This design comes from an exercise in tuning for small area, a short achievable clock period and few clock cycles on the open sky130 flow, not from production work. At most, simulation tests tie the RTL to the original design; equivalence was not proved. Function not checked in run 1: the RTL went through the layout flow alone.

==> flow/design.v (outline; a module is shown in full before it is edited, if it fits) <==
// module MandelbrotGen: 3803 lines
// module mfa: 4 lines
// module mha: 4 lines
// module mnor2: 3 lines
// module mnand2: 3 lines
module MandelbrotGen(
		input Clk_100M,           
		input  [4:0]BTNS,         
		input  SW0,               
		input  SW15,              
		output reg [18:0] addrA,  
		output reg [11:0] dinA,   
		output reg wea            
    );
  // ...
==> flow/flow/run.sh <==
#!/bin/bash
# Layout flow: the standard synthesis (standard.sh synth), then the
# standard ORFS layout steps (standard.sh's make command) with these changes:
#  - the resizer's timing repair aims for a larger setup slack margin, so that
#    it shortens the critical paths below the clock period;
#  - extra ORFS variables given in EXTRA below.
# Each tool's output goes to a log file in this folder.
set -euo pipefail
MARGIN=7.5
EXTRA='BUFFER_PORTS_ARGS="-buffer_cell sky130_fd_sc_hd__buf_2"'
bash standard.sh synth > synth.log 2>&1
sed -e "s/SETUP_SLACK_MARGIN=[0-9.]*/SETUP_SLACK_MARGIN=$MARGIN/" \
    -e "s|\"\${@:-finish}\"|$EXTRA \"\${@:-finish}\"|" standard.sh > layout.sh
bash layout.sh > layout.log 2>&1
==> flow/standard.sh <==
#!/bin/bash
# synth_recipe.tcl (not shown) runs the flow's synth.tcl, then flattens the netlist and writes it again
# the make line also repeats each setting of config.mk as NAME=value (left out here)
make -C /OpenROAD-flow-scripts/flow DESIGN_CONFIG=/design/flow/config.mk WORK_HOME=/design/flow/orfs CLKGATE_MAP_FILE= SYNTH_SCRIPT=/design/flow/synth_recipe.tcl "${@:-finish}"
==> flow/config.mk <==
export PLATFORM = sky130hd
export DESIGN_NAME = MandelbrotGen
export DESIGN_NICKNAME = MandelbrotGen
export VERILOG_FILES = /design/flow/design.v
export SDC_FILE = /design/flow/constraint.sdc
export NUM_CORES = 8
export LEC_CHECK = 0
export ABC_AREA = 1
export CAP_MARGIN = 70
export CORE_MARGIN = 2
export CORE_UTILIZATION = 40
export SETUP_SLACK_MARGIN = 5
export SLEW_MARGIN = 70
export SYNTH_HIERARCHICAL = 1
export SYNTH_MINIMUM_KEEP_SIZE = 0
export TNS_END_PERCENT = 0
==> flow/constraint.sdc <==
create_clock -name core_clock -period 11.0 [get_ports {Clk_100M}]
set_input_delay 2.2000 -clock core_clock [delete_from_list [all_inputs] [get_ports {Clk_100M}]]
set_output_delay 2.2000 -clock core_clock [all_outputs]
set_load 0.01 [all_outputs]
==> key figures, run 1 <==
Floorplan
  • Die Y: 377 um
  • DIE AREA: 142000 um^2

Setup path
  • Largest stage delay, worst path: 0.56 ns
  • CP Cell Sequence: buf_12 -> clkinvlp_4 -> o21ai_4 -> buf_6 -> buf_6 -> o22ai_1 -> xor2_1 -> fa_1 -> fa_2 -> fa_2 -> fa_1 -> ha_1
  • R2R Setup Slk: 7.30 ns
  • Critical path endpoint: cuta_q[95]$_DFF_P_
  • Crit. Startpoint: zi1a[9]$_DFF_P_
  • Worst EP arrival: 4.28 ns
  • Critical path class: reg2reg
  • WP depth: 12

Routing
  • Post-DR vias/cell: 5.50
  • DRT Pass-1 Iters: 6

Clock tree
  • CTS Buf Count: 84
  • CTS Sinks: 680
  • Clock latency on the worst-skew pair: 0.71 ns
  • Post-CTS Resized: 354

Timing
  • Max Freq: 0.270 GHz
  • Setup TNS: 0 ns
  • Slew Limit Fails: 0
  • Hold Slack: 0.316 ns
  • Setup-failing EPs final: 0

Final layout
  • Multi-input combinational area share: 60.9%
  • Fin area: 65500 um^2
  • Final clock-cell share: 4.47%
  • Seq cells: 680
  • Layout Utilization: 47.5%
  • # nets final: 7392
  • Non-filler cells, final: 8124

Synth
  • Post-synth EDFFs: 90
  • #FFs+latches synth: 680
  • Post-synthesis adder-cell area fraction: 36.5%
  • Sequential area share after synthesis: 26.1%
  • Mux cell area share after synthesis: 0.0719%
  • Largest family of logic cells by synthesized area: adder cells
  • Yosys top cell area share: 30.0%

Place
  • I/O Buffers: 36
  • Worst slack at placement: 6.60 ns

Global route
  • GRT Total Usage: 24.0%
  • Met3 Resource Use GR: 5.35%

Worst hold path
  • Worst hold path startpoint: ci1b[4]$_DFF_P_

Status
  • Status: finished clean
==> run 2, diff against run 1 <==
--- a/flow/design.v
+++ b/flow/design.v
@@ -1861,20 +1861,23 @@
 wire [17:0] s_sum_u_s2a = s_sum_t_u_s2a[18:1];
 wire [18:0] nzr_t_u_s2a = {{q106_u_s2a, q104_u_s2a, q102_u_s2a, q100_u_s2a, q98_u_s2a, q96_u_s2a, q94_u_s2a, q92_u_s2a, q90_u_s2a, q88_u_s2a, q86_u_s2a, q84_u_s2a, q82_u_s2a, q80_u_s2a, q78_u_s2a, q76_u_s2a, q74_u_s2a, q72_u_s2a}, 1'b0} + {{q105_u_s2a, q103_u_s2a, q101_u_s2a, q99_u_s2a, q97_u_s2a, q95_u_s2a, q93_u_s2a, q91_u_s2a, q89_u_s2a, q87_u_s2a, q85_u_s2a, q83_u_s2a, q81_u_s2a, q79_u_s2a, q77_u_s2a, q75_u_s2a, q73_u_s2a, ~yc_q_u_s2a[0]}, 1'b0};
 wire [17:0] nzr_u_s2a = nzr_t_u_s2a[18:1];
 wire [18:0] nzi_t_u_s2a = {{q142_u_s2a, q140_u_s2a, q138_u_s2a, q136_u_s2a, q134_u_s2a, q132_u_s2a, q130_u_s2a, q128_u_s2a, q126_u_s2a, q124_u_s2a, q122_u_s2a, q120_u_s2a, q118_u_s2a, q116_u_s2a, q114_u_s2a, q112_u_s2a, q110_u_s2a, q108_u_s2a}, 1'b0} + {{q141_u_s2a, q139_u_s2a, q137_u_s2a, q135_u_s2a, q133_u_s2a, q131_u_s2a, q129_u_s2a, q127_u_s2a, q125_u_s2a, q123_u_s2a, q121_u_s2a, q119_u_s2a, q117_u_s2a, q115_u_s2a, q113_u_s2a, q111_u_s2a, q109_u_s2a, z_lo_u_s2a[13]}, 1'b0};
 wire [17:0] nzi_u_s2a = nzi_t_u_s2a[18:1];
 assign nzra = nzr_u_s2a;
 assign nzia = nzi_u_s2a;
 assign esca = (s_sum_u_s2a >= 18'd65505) & (s_sum_u_s2a <= 18'd131039);
+wire stopa = esca | (n2a == 8'd149);
+wire reta  = v2a & d2a & (t2a == hpar) & ~restart;
+wire freea = ~v2a | reta;
 reg [17:0] zr1b, zi1b, cr1b, ci1b, cr2b, ci2b;
-reg [7:0] n1b, n2b;
-reg v1b, d1b, v2b, d2b;
-reg [1:0] t1b, t2b;
+reg [7:0] n1b, n2b;            
+reg v1b, d1b, v2b, d2b;        
+reg [1:0] t1b, t2b;            
 wire [136-1:0] cutb_w;
 reg  [136-1:0] cutb_q;
 wire [17:0] nzrb, nzib;
 wire escb;
 wire [17:0] zr1_n_u_s1b = ~zr1b;
 wire p0_u_s1b;
 mnor2 u_p0_u_s1b (zr1_n_u_s1b[0], zr1_n_u_s1b[2], p0_u_s1b);
 wire p1_u_s1b;
@@ -3696,26 +3699,24 @@
 wire [17:0] s_sum_u_s2b = s_sum_t_u_s2b[18:1];
 wire [18:0] nzr_t_u_s2b = {{q106_u_s2b, q104_u_s2b, q102_u_s2b, q100_u_s2b, q98_u_s2b, q96_u_s2b, q94_u_s2b, q92_u_s2b, q90_u_s2b, q88_u_s2b, q86_u_s2b, q84_u_s2b, q82_u_s2b, q80_u_s2b, q78_u_s2b, q76_u_s2b, q74_u_s2b, q72_u_s2b}, 1'b0} + {{q105_u_s2b, q103_u_s2b, q101_u_s2b, q99_u_s2b, q97_u_s2b, q95_u_s2b, q93_u_s2b, q91_u_s2b, q89_u_s2b, q87_u_s2b, q85_u_s2b, q83_u_s2b, q81_u_s2b, q79_u_s2b, q77_u_s2b, q75_u_s2b, q73_u_s2b, ~yc_q_u_s2b[0]}, 1'b0};
 wire [17:0] nzr_u_s2b = nzr_t_u_s2b[18:1];
 wire [18:0] nzi_t_u_s2b = {{q142_u_s2b, q140_u_s2b, q138_u_s2b, q136_u_s2b, q134_u_s2b, q132_u_s2b, q130_u_s2b, q128_u_s2b, q126_u_s2b, q124_u_s2b, q122_u_s2b, q120_u_s2b, q118_u_s2b, q116_u_s2b, q114_u_s2b, q112_u_s2b, q110_u_s2b, q108_u_s2b}, 1'b0} + {{q141_u_s2b, q139_u_s2b, q137_u_s2b, q135_u_s2b, q133_u_s2b, q131_u_s2b, q129_u_s2b, q127_u_s2b, q125_u_s2b, q123_u_s2b, q121_u_s2b, q119_u_s2b, q117_u_s2b, q115_u_s2b, q113_u_s2b, q111_u_s2b, q109_u_s2b, z_lo_u_s2b[13]}, 1'b0};
 wire [17:0] nzi_u_s2b = nzi_t_u_s2b[18:1];
 assign nzrb = nzr_u_s2b;
 assign nzib = nzi_u_s2b;
 assign escb = (s_sum_u_s2b >= 18'd65505) & (s_sum_u_s2b <= 18'd131039);
-wire stopa = esca | (n2a == 8'd149);
 wire stopb = escb | (n2b == 8'd149);
-wire reta  = v2a & d2a & (t2a == hpar) & ~restart;
 wire retb  = v2b & d2b & (t2b == hpar) & ~restart;
-wire freea = ~v2a | reta;
 wire freeb = ~v2b | retb;
 wire takea = freea & ~restart;
 wire takeb = freeb & ~freea & ~restart;
 wire take  = takea | takeb;
 wire ret   = reta | retb;
+wire [7:0] n_out = reta ? n2a : n2b;
 wire pan = pan_im | pan_re;
 wire [17:0] add_a = pan_im ? im0 : pan_re ? re0 : row_end ? cin : crn;
 wire [17:0] add_b = pan ? {shift[12:0], 5'b0} : shift;
 wire add_sub = pan ? pan_sub : row_end;
 wire [17:0] add_r = add_a + (add_b ^ {18{add_sub}}) + {17'b0, add_sub};
 wire [17:0] pre0 = pan_re ? add_r : re0;
 wire [17:0] pim0 = pan_im ? add_r : im0;
 reg [17:0] nshift, nre0, nim0;
@@ -3733,17 +3734,16 @@
 		end
 	end
 	if (rst_q) begin
 		nshift = 18'd64;
 		nre0   = 18'h3B000;    
 		nim0   = 18'h03C00;    
 	end
 end
-wire [7:0] n_out = reta ? n2a : n2b;
 always @(posedge Clk_100M) begin
 	cuta_q <= cuta_w;
 	cr2a <= cr1a; ci2a <= ci1a; n2a <= n1a; d2a <= d1a; t2a <= t1a;
 	v2a <= v1a & ~restart;
 	zr1a <= takea ? crn : nzra;
 	zi1a <= takea ? cin : nzia;
 	if (takea) begin
 		cr1a <= crn; ci1a <= cin;
--- a/flow/config.mk
+++ b/flow/config.mk
@@ -4,13 +4,16 @@
 export VERILOG_FILES = /design/flow/design.v
 export SDC_FILE = /design/flow/constraint.sdc
 export NUM_CORES = 8
 export LEC_CHECK = 0
 export ABC_AREA = 1
 export CAP_MARGIN = 70
 export CORE_MARGIN = 2
 export CORE_UTILIZATION = 40
+export CTS_BUF_LIST = sky130_fd_sc_hd__clkbuf_8
+export CTS_CLUSTER_DIAMETER = 100
+export CTS_CLUSTER_SIZE = 10
 export SETUP_SLACK_MARGIN = 5
 export SLEW_MARGIN = 70
 export SYNTH_HIERARCHICAL = 1
 export SYNTH_MINIMUM_KEEP_SIZE = 0
 export TNS_END_PERCENT = 0
==> key figures, run 2 <==
Routing
  • DRC viols: 0 (unchanged)
  • Routed WL: 169000 um (was 170000 um)
  • DRT Pass-1 Iters: 6 (unchanged)
  • Final ANT Viol Nets: 0 (unchanged)
  • Post-DR vias/cell: 5.52 (was 5.50)
  • DR vias: 44560 (was 44704)
  • WL/cell: 20.9 um (about the same)
  • 1st-iter DRT viols: 4253 (was 4177)

Synth
  • Yosys warns: 7 (unchanged)
  • Mapped Area: 55700 um^2 (unchanged)
  • Ys flop type: dfxtp_1 (unchanged)
  • #FFs+latches synth: 680 (unchanged)
  • Synth Instances: 6023 (unchanged)
  • Synth area leader: fa_1 (unchanged)
  • Most common cell in the netlist: nand2_1 (unchanged)
  • Post-synthesis async set-or-reset flop share: 0% (unchanged)
  • Yosys cell types: 71 (unchanged)
  • Post-synth EDFFs: 90 (unchanged)
  • Commonest cells post-synth: nand2_1 (942), nor2_1 (859), fa_1 (835) (unchanged)
  • Avg Inst Size Synth: 9.24 um^2 (unchanged)
  • Sequential area share after synthesis: 26.1% (unchanged)
  • Ranking of synthesized cells by area: fa_1 (30%), dfxtp_1 (21%), ha_1 (6.5%) (unchanged)
  • Yosys top cell area share: 30.0% (unchanged)

Worst hold path
  • Worst hold endpoint: ci2b[4]$_DFF_P_ (unchanged)
  • Worst hold path startpoint: ci1b[4]$_DFF_P_ (unchanged)
  • Worst hold stages: 0 (unchanged)
  • Hold Path Class: reg2reg (unchanged)

Global route
  • Vias in the first global route: 45683 (was 46041)
  • Routing usage on met1: 32.8% (was 32.2%)
  • Global Route met2 Usage: 37.7% (was 38.1%)
  • Met3 Resource Use GR: 4.50% (was 5.35%)
  • GRT busiest layer: met2 (unchanged)
  • GRT Total Usage: 23.9% (was 24.0%)
  • Largest net degree at the start of global routing: 64 (unchanged)
  • Initial antenna violation count: 6 (was 4)
  • First-pass GRT wire length: 265000 um (was 266000 um)
  • Grt ovf: 0 (unchanged)

Setup path
  • Worst Reg-to-Reg Cells: 10 (was 12)
  • Critical path class: reg2reg (unchanged)
  • Max FO, Critical Path: 6 (was 11)
  • Worst setup SP type: flop (unchanged)
  • Worst EP arrival: 4.35 ns (was 4.28 ns)
  • CP Capture Type: flop (unchanged)
  • R2R Setup Slk: 7.31 ns (was 7.30 ns)
  • Critical R2R Launch: zi1b[7]$_DFF_P_ (was zi1a[9]$_DFF_P_)
  • CP Data Required Time: 11.65 ns (was 11.57 ns)
  • FF-to-FF End: cutb_q[97]$_DFF_P_ (was cuta_q[95]$_DFF_P_)

Timing
  • Max Freq: 0.271 GHz (was 0.270 GHz)
  • Setup Skew: 0.0543 ns (was 0.0290 ns)
  • Slew Limit Fails: 0 (unchanged)
  • Period Utilization, post-route: 33.6% (was 33.7%)
  • Final hold vios: 0 (unchanged)
  • Setup TNS: 0 ns (unchanged)
  • Unrepaired setup endpoints after global routing: yes (unchanged)
  • Setup-failing EPs final: 0 (unchanged)
  • Final Critical Period: 3.69 ns (was 3.70 ns)

Clock tree
  • CTS tree: done (unchanged)
  • Clock latency on the worst-skew pair: 0.80 ns (was 0.71 ns)
  • Hold buffer count at CTS: 0 (unchanged)
  • CTS Sinks: 680 (unchanged)
  • CTS root buf: clkbuf_8 (was clkbuf_16)
  • Htree depth: 3 (unchanged)
  • CTS max path bufs: 3 (unchanged)
  • Reg clk slew, reported paths: 0.08 ns (was 0.06 ns)
  • CTS Buf Count: 80 (was 84)

Final layout
  • Area grow syn2layout: 14.7% (was 17.7%)
  • Largest regs: cuta_q: 133 flops, cutb_q: 133 flops, addrA: 19 flops (unchanged)
  • # nets final: 7383 (was 7392)
  • Most frequent cells in the layout: nand2_1 (915), nor2_1 (816), fa_1 (761) (was nand2_1 (914), nor2_1 (813), fa_1 (760))
  • Non-filler cells, final: 8078 (was 8124)
  • Most common cell after layout, fill and taps aside: nand2_1 (unchanged)
  • Layout cell share with drive strength beyond 1: 14.4% (was 15.1%)

Place
  • I/O Buffers: 36 (unchanged)
  • Final HPWL DP: 118000 um (unchanged)
  • RePlAce Congestion: 0.924 (unchanged)
  • Inst Count DP: 7767 (unchanged)

Floorplan
  • Die Y: 377 um (unchanged)
  • Number of I/O pins: 40 (unchanged)
  • Core Box Area: 138000 um^2 (unchanged)
  • DIE AREA: 142000 um^2 (unchanged)
  • Die Width: 377 um (unchanged)
  • Row cnt: 136 (unchanged)
  • Initial Util: 40.4% (unchanged)

Status
  • Status: finished clean (unchanged)

Job
  • Max-cap violation count: 0 (unchanged)
==> run 2: cell count changes in the layout (fill, tap and decap cells not counted), moves of 10 or more <==
cell	previous run	this run
dfxtp_1	526	516
inv_1	371	389
clkbuf_1	11	0
clkbuf_16	87	1
clkbuf_8	13	85
==> run 2: per-layer routing <==
| metal | vias up | routed length (um) |
|---|---|---|
| met1 | 21872 | 71300 |
| li1 | 20203 | - |
| met2 | 2127 | 76700 |
| met3 | 358 | 15000 |
| met4 | 0 | 5830 |
| met5 | - | 0 |
==> run 2: repair_timing <==
action / CTS / global route
gates cloned: 32 / 1
pin swaps: 89 / 40
endpoints found under the setup margin: 281 / 225
setup buffers: 145 / 15
resized for setup: 363 / 80
==> run 2: critical path: stages (launching register included) <==
cell	delay, ns
dfxtp_4	0.42
clkinvlp_4	0.20
o21ai_4	0.26
buf_6	0.15
o22ai_2	0.06
xor2_1	0.20
fa_2	0.42
fa_1	0.51
fa_2	0.39
fa_1	0.53
fa_1	0.41
==> run 2: worst max path at each step <==
stage,start,end,slack (ns)
global route,pan_im$_DFF_P_,crn[9]$_DFFE_PP_,7.20
finish,zi1b[7]$_DFF_P_,cutb_q[97]$_DFF_P_,7.31
floorplan,zi1a[9]$_DFF_P_,cuta_q[97]$_DFF_P_,7.41
global placement,zi1b[3]$_DFF_P_,cutb_q[101]$_DFF_P_,6.44
detailed placement,zi1b[15]$_DFF_P_,cutb_q[101]$_DFF_P_,6.60
CTS,zi1a[7]$_DFF_P_,cuta_q[97]$_DFF_P_,7.36
==> run 2: cells by family (layout without fill, tap and decap cells) <==
| group | Yosys count | count (layout) | share of synthesized area [%] |
|---|---|---|---|
| AOI/OAI and AO/OA | 967 | 967 | 10.2 |
| and+or+nand+nor | 2159 | 2159 | 15.9 |
| other | 2 | 23 | 0.0135 |
| muxes | 4 | 4 | 0.0719 |
| DFF | 680 | 680 | 26.1 |
| xor gates and xnor gates | 411 | 411 | 6.48 |
| adders and majority gates | 1123 | 1123 | 36.5 |
| buffers and inverters | 677 | 917 | 4.73 |
==> run 2: final cells by class <==
type                            count  area [um^2]
Timing Repair Buffer              317         3620
Fill cell                       13063        74000
Tap cell                         1794         2240
Clock buffer                       82         1130
Multi-Input combinational cell   4685        39800
Clock inverter                     30          176
Inverter                          474         2080
Sequential cell                   680        14700
Timing Repair inverter             14          109
Antenna cell                        2         5.00
==> run 2: through the flow <==
step	setup slack (ns)	area [um^2]	hold slack, ns	utilization, %
final	7.31	63800	0.316	46.3
after floorplan	7.41	56500	0.310	-
after detailed placement	6.60	58900	0.312	42.7
after global placement	6.44	58100	0.310	42.1
after global routing	7.20	63800	0.319	46.3
after CTS	7.36	63300	0.318	45.9
==> run 2: Yosys stat by module (local to each module, per instance) <==
module         cell area, um^2  copies in the design  flip-flops and latches
mha                       12.5                   100                       0
mnand2                    3.75                    56                       0
MandelbrotGen            35400                     1                     680
mfa                       20.0                   828                       0
mnor2                     3.75                   596                       0
Testbench counts of run 2, summed over its fixed seeds: cycles 5,504,892.

-- re-timing with driven ports --
No port has a modelled driver above. Below, the same layouts with a new extraction and two added sets of constraints.
Step 1 sets driving cells, clkbuf_16 on the clock port and buf_2 on the other inputs (assumed; they add their load-dependent delay and slew).
Step 2, shift: input delay + t, output delay - t, t = (earliest + latest rising clock arrival at the registers) / 2. This alone moves slack from input paths to output paths.
a / b / c = ideal ports / drivers / drivers and shift; a / b = the first two.
| run | t, ns | setup WS [ns] | pins driven straight from the clock port |
|---|---|---|---|
| run 1 | 0.763 | 7.297 / 7.297 / 7.297 | 1 |
| run 2 | 0.842 | 7.306 / 7.306 / 7.306 | 1 |
After both steps every run listed still meets setup and hold.
